What follows belongs to an exercise in optimizing a design on an open flow for small area; a production flow would make more cautious choices. Function was checked by simulation only, so behaviour that the tests miss may differ from the original. Power figures rest on the tool's default switching activity, not on a simulated workload.

==> flow/design.v <==
`timescale 1 ns / 1 ps
module irig_read_2 (clk, ce, state, en, irig_data, cal, hrd_rst, ind, write, dir, start, rst_reg, cont, in_frame, terminate, issue, aux_out);
output [3:0] aux_out;
output [4:0] state;
output write;
output [3:0] dir;
output start;
output rst_reg;
output cont;
output in_frame;
output terminate;
output issue;
input clk;
input ce;
input en;
input [2:0] irig_data;
input cal;
input hrd_rst;
input [7:0] ind;
localparam S  = 5'd0,  A  = 5'd1,  B  = 5'd2,  AA = 5'd3,  C  = 5'd4,  CS = 5'd5,  DC = 5'd6,  DZ = 5'd7,
           E  = 5'd8,  EX = 5'd9,  F  = 5'd10, Y  = 5'd11, G  = 5'd12, H  = 5'd13, I  = 5'd14, J  = 5'd15,
           K  = 5'd16, L1 = 5'd17, L  = 5'd18, M  = 5'd19, N  = 5'd20, O  = 5'd21, P  = 5'd22, Q  = 5'd23,
           QU = 5'd24, R  = 5'd25, SS = 5'd26, T  = 5'd27, U  = 5'd28, V  = 5'd29, X  = 5'd30, Z  = 5'd31;
reg [3:0] dir_dic;
always @(*) begin
	case (ind)
		8'd1, 8'd2, 8'd3, 8'd4:			dir_dic = 4'b0000;
		8'd6, 8'd7, 8'd8:			dir_dic = 4'b0001;
		8'd9, 8'd19, 8'd29, 8'd39, 8'd49:	dir_dic = 4'b1100;
		8'd10, 8'd11, 8'd12, 8'd13:		dir_dic = 4'b0010;
		8'd15, 8'd16, 8'd17:			dir_dic = 4'b0011;
		8'd20, 8'd21, 8'd22, 8'd23:		dir_dic = 4'b0100;
		8'd24:					dir_dic = 4'b0111;
		8'd25, 8'd26:				dir_dic = 4'b0101;
		8'd30, 8'd31, 8'd32, 8'd33:		dir_dic = 4'b0110;
		8'd35, 8'd36, 8'd37, 8'd38:		dir_dic = 4'b0111;
		8'd40, 8'd41:				dir_dic = 4'b1000;
		default:				dir_dic = 4'b1111;
	endcase
end
reg [4:0] st, nx;
reg [1:0] cnt;       
reg [3:0] aux;
reg start_r, write_r, term_r;
always @(posedge clk, posedge hrd_rst)
	if (hrd_rst) st <= S;
	else st <= nx;
always @(*) begin
	case (st)
		S:      nx = A;
		A:      nx = B;
		B:      nx = cal ? C : B;
		C, CS:  nx = DC;
		DC, DZ: nx = E;
		E, EX:  nx = en ? F : E;
		F:      nx = Y;
		Y:      nx = G;
		G:      nx = H;
		H:      nx = (irig_data == 3'b111) ? I : Z;
		I:      nx = J;
		J:      nx = cnt[1] ? K : X;
		K:      nx = L1;
		L1, L:  nx = en ? M : L;
		M:      nx = (ind == 8'd100) ? N : AA;
		N:      nx = (cnt == 2'd3) ? O : N;
		O:      nx = B;
		AA:     nx = P;
		P:      nx = (aux[3] & aux[2]) ? (aux[0] ? Q : R) : T;
		Q, QU:  nx = L1;
		R:      nx = (irig_data == 3'b111) ? Q : SS;
		SS:     nx = CS;
		T:      nx = (irig_data == 3'b011) ? U : (irig_data == 3'b001) ? V : SS;
		U, V:   nx = QU;
		X:      nx = EX;
		default: nx = DZ;  
	endcase
end
always @(posedge clk, posedge hrd_rst)
	if (hrd_rst) begin
		start_r <= 1'b0;
		write_r <= 1'b0;
		term_r <= 1'b0;
		aux <= 4'b1111;
	end else begin
		case (st)
			K: start_r <= 1'b1;
			S, C, CS: start_r <= 1'b0;
			default: ;
		endcase
		case (st)
			U: write_r <= 1'b1;
			S, V: write_r <= 1'b0;
			default: ;
		endcase
		term_r <= (st == O);
		if (st == AA) aux <= dir_dic;
	end
always @(posedge clk)
	if (st == DC || st == DZ || st == L1 || st == L) cnt <= 2'd0;
	else cnt <= cnt + {1'b0, (st == I || st == N)};
assign start = start_r;
assign write = write_r;
assign terminate = term_r;
assign rst_reg = (st == A) | (st == DC);
assign issue = (st == CS) | (st == DZ);
assign cont = (st == EX);
assign in_frame = (st == L1);
assign dir = (st == QU) ? aux : 4'b1111;
assign aux_out = aux;
assign state = st;
endmodule
`timescale 1 ns / 1 ps
module parse_inputs (clk, ce, hard_rst, rst, gpio, cal, in_frame, terminate, cont, en_ind, rst_ind, data_ready, en_cbh, rst_cbh, state_out, reg_wait);
output en_ind;
output rst_ind;
output data_ready;
output en_cbh;
output rst_cbh;
output [3:0] state_out;
input clk;
input ce;
input hard_rst;
input rst;
input gpio;
input cal;
input in_frame;
input terminate;
input cont;
input [15:0] reg_wait;
localparam START = 4'd0, A = 4'd1, B = 4'd2, C = 4'd3, D = 4'd4, E1 = 4'd5, E2 = 4'd6, F = 4'd7,
           G1 = 4'd8, G = 4'd9, H = 4'd10, I = 4'd11, J = 4'd12, K = 4'd13, L = 4'd14, M = 4'd15;
reg [3:0] st, nx;
reg [15:0] aux, counter;
reg rst_ind_r, rst_cbh_r;
always @(posedge clk, posedge hard_rst)
	if (hard_rst) st <= START;
	else st <= nx;
always @(*) begin
	case (st)
		START: nx = A;
		A: nx = B;
		B: nx = cal ? C : B;
		C: nx = H;
		H: nx = D;
		D: nx = gpio ? E1 : D;
		E1, E2: nx = gpio ? E2 : M;
		M: nx = (aux < counter) ? F : C;
		F: nx = G1;
		G1, G: nx = terminate ? A : rst ? K : in_frame ? I : cont ? C : G;
		I: nx = J;
		J: nx = C;
		K: nx = L;
		default: nx = C;  
	endcase
end
always @(posedge clk, posedge hard_rst)
	if (hard_rst) begin
		rst_ind_r <= 1'b0;
		rst_cbh_r <= 1'b0;
	end else begin
		case (st)
			START, A, K: rst_ind_r <= 1'b1;
			B, L: rst_ind_r <= 1'b0;
			default: ;
		endcase
		case (st)
			START, C: rst_cbh_r <= 1'b1;
			H: rst_cbh_r <= 1'b0;
			default: ;
		endcase
	end
always @(posedge clk) begin
	if (st == START) aux <= reg_wait;
	if (st == E1 || st == E2) counter <= counter + 16'd1;
	else counter <= 16'd0;
end
assign data_ready = (st == G1);
assign en_ind = (st == J);
assign en_cbh = (st == E2) | (st == M);
assign rst_ind = rst_ind_r;
assign rst_cbh = rst_cbh_r;
assign state_out = st;
endmodule
`timescale 1 ns / 1 ps
module fsm_frac_sec (clk, ce, hard_rst, gpio, new_count, waiting, threshold, state);
output new_count;
output [2:0] state;
input clk;
input ce;
input hard_rst;
input gpio;
input [15:0] threshold;
input [15:0] waiting;
localparam S0 = 3'd0, ST = 3'd1, A = 3'd2, B = 3'd3, C = 3'd4, D = 3'd5, E = 3'd6, F = 3'd7;
reg [2:0] st, nx;
reg [15:0] aux, aux_wait, counter;
reg nc;
always @(posedge clk, posedge hard_rst)
	if (hard_rst) st <= S0;
	else st <= nx;
always @(*) begin
	case (st)
		S0, ST: nx = A;
		A: nx = gpio ? B : A;
		B: nx = gt ? C : (~gpio ? ST : B);
		C: nx = D;
		D: nx = gt ? E : D;
		E: nx = ~gpio ? F : E;
		default: nx = A;  
	endcase
end
always @(posedge clk, posedge hard_rst)
	if (hard_rst) nc <= 1'b0;
	else nc <= (st == C);
wire gt = counter > ((st == D) ? aux_wait : aux);
always @(posedge clk)
	if (st == S0 || st == C || st == F) counter <= 16'd0;
	else counter <= counter + {15'd0, (st == B || st == D)};
always @(posedge clk)
	if (st == S0 || st == ST) begin
		aux <= threshold;
		aux_wait <= waiting;
	end
assign new_count = nc;
assign state = st;
endmodule
`timescale 1 ns / 1 ps
module irig_ctrl (
    input         clk,
    input         rst,
    input         ir_en,
    input         ir_cal,
    input  [2:0]  ir_irig_data,
    input  [7:0]  ir_ind,
    output        ir_write,
    output [3:0]  ir_dir,
    output        ir_start,
    output        ir_rst_reg,
    output        ir_cont,
    output        ir_in_frame,
    output        ir_terminate,
    output        ir_issue,
    output [3:0]  ir_aux_out,
    input         pi_rst,
    input         pi_gpio,
    input         pi_cal,
    input         pi_in_frame,
    input         pi_terminate,
    input         pi_cont,
    input  [15:0] pi_reg_wait,
    output        pi_en_ind,
    output        pi_rst_ind,
    output        pi_data_ready,
    output        pi_en_cbh,
    output        pi_rst_cbh,
    input         fs_gpio,
    input  [15:0] fs_threshold,
    input  [15:0] fs_waiting,
    output        fs_new_count
);
    wire [4:0] ir_state;
    wire [3:0] pi_state;
    wire [2:0] fs_state;
    irig_read_2 u_irig (
        .clk(clk), .ce(1'b1), .state(ir_state), .en(ir_en),
        .irig_data(ir_irig_data), .cal(ir_cal), .hrd_rst(rst), .ind(ir_ind),
        .write(ir_write), .dir(ir_dir), .start(ir_start), .rst_reg(ir_rst_reg),
        .cont(ir_cont), .in_frame(ir_in_frame), .terminate(ir_terminate),
        .issue(ir_issue), .aux_out(ir_aux_out)
    );
    parse_inputs u_parse (
        .clk(clk), .ce(1'b1), .hard_rst(rst), .rst(pi_rst), .gpio(pi_gpio),
        .cal(pi_cal), .in_frame(pi_in_frame), .terminate(pi_terminate),
        .cont(pi_cont), .en_ind(pi_en_ind), .rst_ind(pi_rst_ind),
        .data_ready(pi_data_ready), .en_cbh(pi_en_cbh), .rst_cbh(pi_rst_cbh),
        .state_out(pi_state), .reg_wait(pi_reg_wait)
    );
    fsm_frac_sec u_frac (
        .clk(clk), .ce(1'b1), .hard_rst(rst), .gpio(fs_gpio),
        .new_count(fs_new_count), .waiting(fs_waiting),
        .threshold(fs_threshold), .state(fs_state)
    );
endmodule
clock: 5.0 ns
lec_check: 0
cap_margin: 20
core_margin: 2
core_utilization: 40
slew_margin: 20
standard.sh (not shown) runs the stock make flow with config.mk's settings and CLKGATE_MAP_FILE= SYNTH_SCRIPT=/design/flow/synth_recipe.tcl, a recipe that flattens the netlist after the stock synthesis.
==> flow/flow/run.sh <==
#!/bin/bash
# Own layout flow: the standard ORFS flow with
#  - synthesis mapped by an area-oriented ABC script and without the
#    half/full-adder extraction (registers are mapped as in the standard
#    synthesis, so they keep their names and cells),
#  - the smallest buffer on each port,
#  - a clock tree of small clock buffers without dummy loads.
# Each step's full output goes to its own log file in the work folder.
set -euo pipefail
W=$(pwd)
F=$W/flow
export FLOW_ABC_SCRIPT=$F/area.abc
CTS='-sink_clustering_enable -repair_clock_nets -dont_use_dummy_load -buf_list {sky130_fd_sc_hd__clkbuf_4 sky130_fd_sc_hd__clkbuf_8}'
bash standard.sh SYNTH_SCRIPT=$F/synth.tcl ADDER_MAP_FILE= synth > $W/log_synth.txt 2>&1
bash standard.sh SYNTH_SCRIPT=$F/synth.tcl ADDER_MAP_FILE= \
  "BUFFER_PORTS_ARGS=-buffer_cell sky130_fd_sc_hd__buf_1" \
  "CTS_ARGS=$CTS" \
  finish > $W/log_layout.txt 2>&1
==> flow/flow/area.abc <==
strash
&get -n
&deepsyn -T 40
&put
dch -f
amap
==> flow/flow/synth.tcl <==
proc synth {args} { yosys synth -nofsm -noshare {*}$args }
proc abc {args} {
  set i [lsearch -exact $args -script]
  if { $i >= 0 } {
    set args [lreplace $args $i [expr { $i + 1 }] -script $::env(FLOW_ABC_SCRIPT)]
  }
  yosys abc {*}$args
}
source $::env(SCRIPTS_DIR)/synth.tcl
# left out here: clear keep_hierarchy, flatten, clean up, hide names made inside functions, write 1_2_yosys.v
Next try:
--- a/flow/design.v
+++ b/flow/design.v
@@ -130,10 +130,11 @@
 localparam START = 4'd0, A = 4'd1, B = 4'd2, C = 4'd3, D = 4'd4, E1 = 4'd5, E2 = 4'd6, F = 4'd7,
            G1 = 4'd8, G = 4'd9, H = 4'd10, I = 4'd11, J = 4'd12, K = 4'd13, L = 4'd14, M = 4'd15;
 reg [3:0] st, nx;
 reg [15:0] aux, counter;
 reg rst_ind_r, rst_cbh_r;
+reg gt;     
 always @(posedge clk, posedge hard_rst)
 	if (hard_rst) st <= START;
 	else st <= nx;
 always @(*) begin
 	case (st)
@@ -142,11 +143,11 @@
 		B: nx = cal ? C : B;
 		C: nx = H;
 		H: nx = D;
 		D: nx = gpio ? E1 : D;
 		E1, E2: nx = gpio ? E2 : M;
-		M: nx = (aux < counter) ? F : C;
+		M: nx = gt ? F : C;
 		F: nx = G1;
 		G1, G: nx = terminate ? A : rst ? K : in_frame ? I : cont ? C : G;
 		I: nx = J;
 		J: nx = C;
 		K: nx = L;
@@ -169,12 +170,17 @@
 			default: ;
 		endcase
 	end
 always @(posedge clk) begin
 	if (st == START) aux <= reg_wait;
-	if (st == E1 || st == E2) counter <= counter + 16'd1;
-	else counter <= 16'd0;
+	if (st == E1 || st == E2) begin
+		counter <= counter + 16'd1;
+		gt <= (counter != 16'hffff) && (gt || counter == aux);
+	end else begin
+		counter <= 16'd0;
+		gt <= 1'b0;
+	end
 end
 assign data_ready = (st == G1);
 assign en_ind = (st == J);
 assign en_cbh = (st == E2) | (st == M);
 assign rst_ind = rst_ind_r;
@@ -193,31 +199,33 @@
 input [15:0] waiting;
 localparam S0 = 3'd0, ST = 3'd1, A = 3'd2, B = 3'd3, C = 3'd4, D = 3'd5, E = 3'd6, F = 3'd7;
 reg [2:0] st, nx;
 reg [15:0] aux, aux_wait, counter;
 reg nc;
+reg d_exit;    
 always @(posedge clk, posedge hard_rst)
 	if (hard_rst) st <= S0;
 	else st <= nx;
 always @(*) begin
 	case (st)
 		S0, ST: nx = A;
 		A: nx = gpio ? B : A;
-		B: nx = gt ? C : (~gpio ? ST : B);
+		B: nx = (counter > aux) ? C : (~gpio ? ST : B);
 		C: nx = D;
-		D: nx = gt ? E : D;
+		D: nx = d_exit ? E : D;
 		E: nx = ~gpio ? F : E;
 		default: nx = A;  
 	endcase
 end
 always @(posedge clk, posedge hard_rst)
 	if (hard_rst) nc <= 1'b0;
 	else nc <= (st == C);
-wire gt = counter > ((st == D) ? aux_wait : aux);
-always @(posedge clk)
+always @(posedge clk) begin
 	if (st == S0 || st == C || st == F) counter <= 16'd0;
 	else counter <= counter + {15'd0, (st == B || st == D)};
+	d_exit <= (st == D) && (counter == aux_wait) && (counter != 16'hffff);
+end
 always @(posedge clk)
 	if (st == S0 || st == ST) begin
 		aux <= threshold;
 		aux_wait <= waiting;
 	end
=> Power is higher by 2.5%; sequential power barely changes; wire length is higher by 3.4%; synthesized area grows by 2.8%; cell count rose by 2.8%; first-iteration DRC count came out lower by 6.5%.

==> re-timing with driven ports <==
The flow's constraints put no driver on any port. The routed layouts listed below were extracted and timed again, unchanged, in two steps. Step 1 sets driving cells, clkbuf_16 on the clock port and buf_2 on the other inputs (assumed; they add their load-dependent delay and slew). Step 2 moves the port delays by t, midway between the first and last clock arrival at a register: inputs arrive t later, outputs are due t later. That takes back most of the time a late clock gives input paths. a / b / c = no drivers / after step 1 / after step 2; a / b = the first two.
| run | t, ns | slack for setup (ns) | cell pins on the clock port's net |
|---|---|---|---|
| the first run | 0.395 | 1.320 / 1.320 / 1.320 | 1 |
| the second run | 0.398 | 1.504 / 1.504 / 1.504 | 1 |
After both steps every run listed still meets setup and hold.
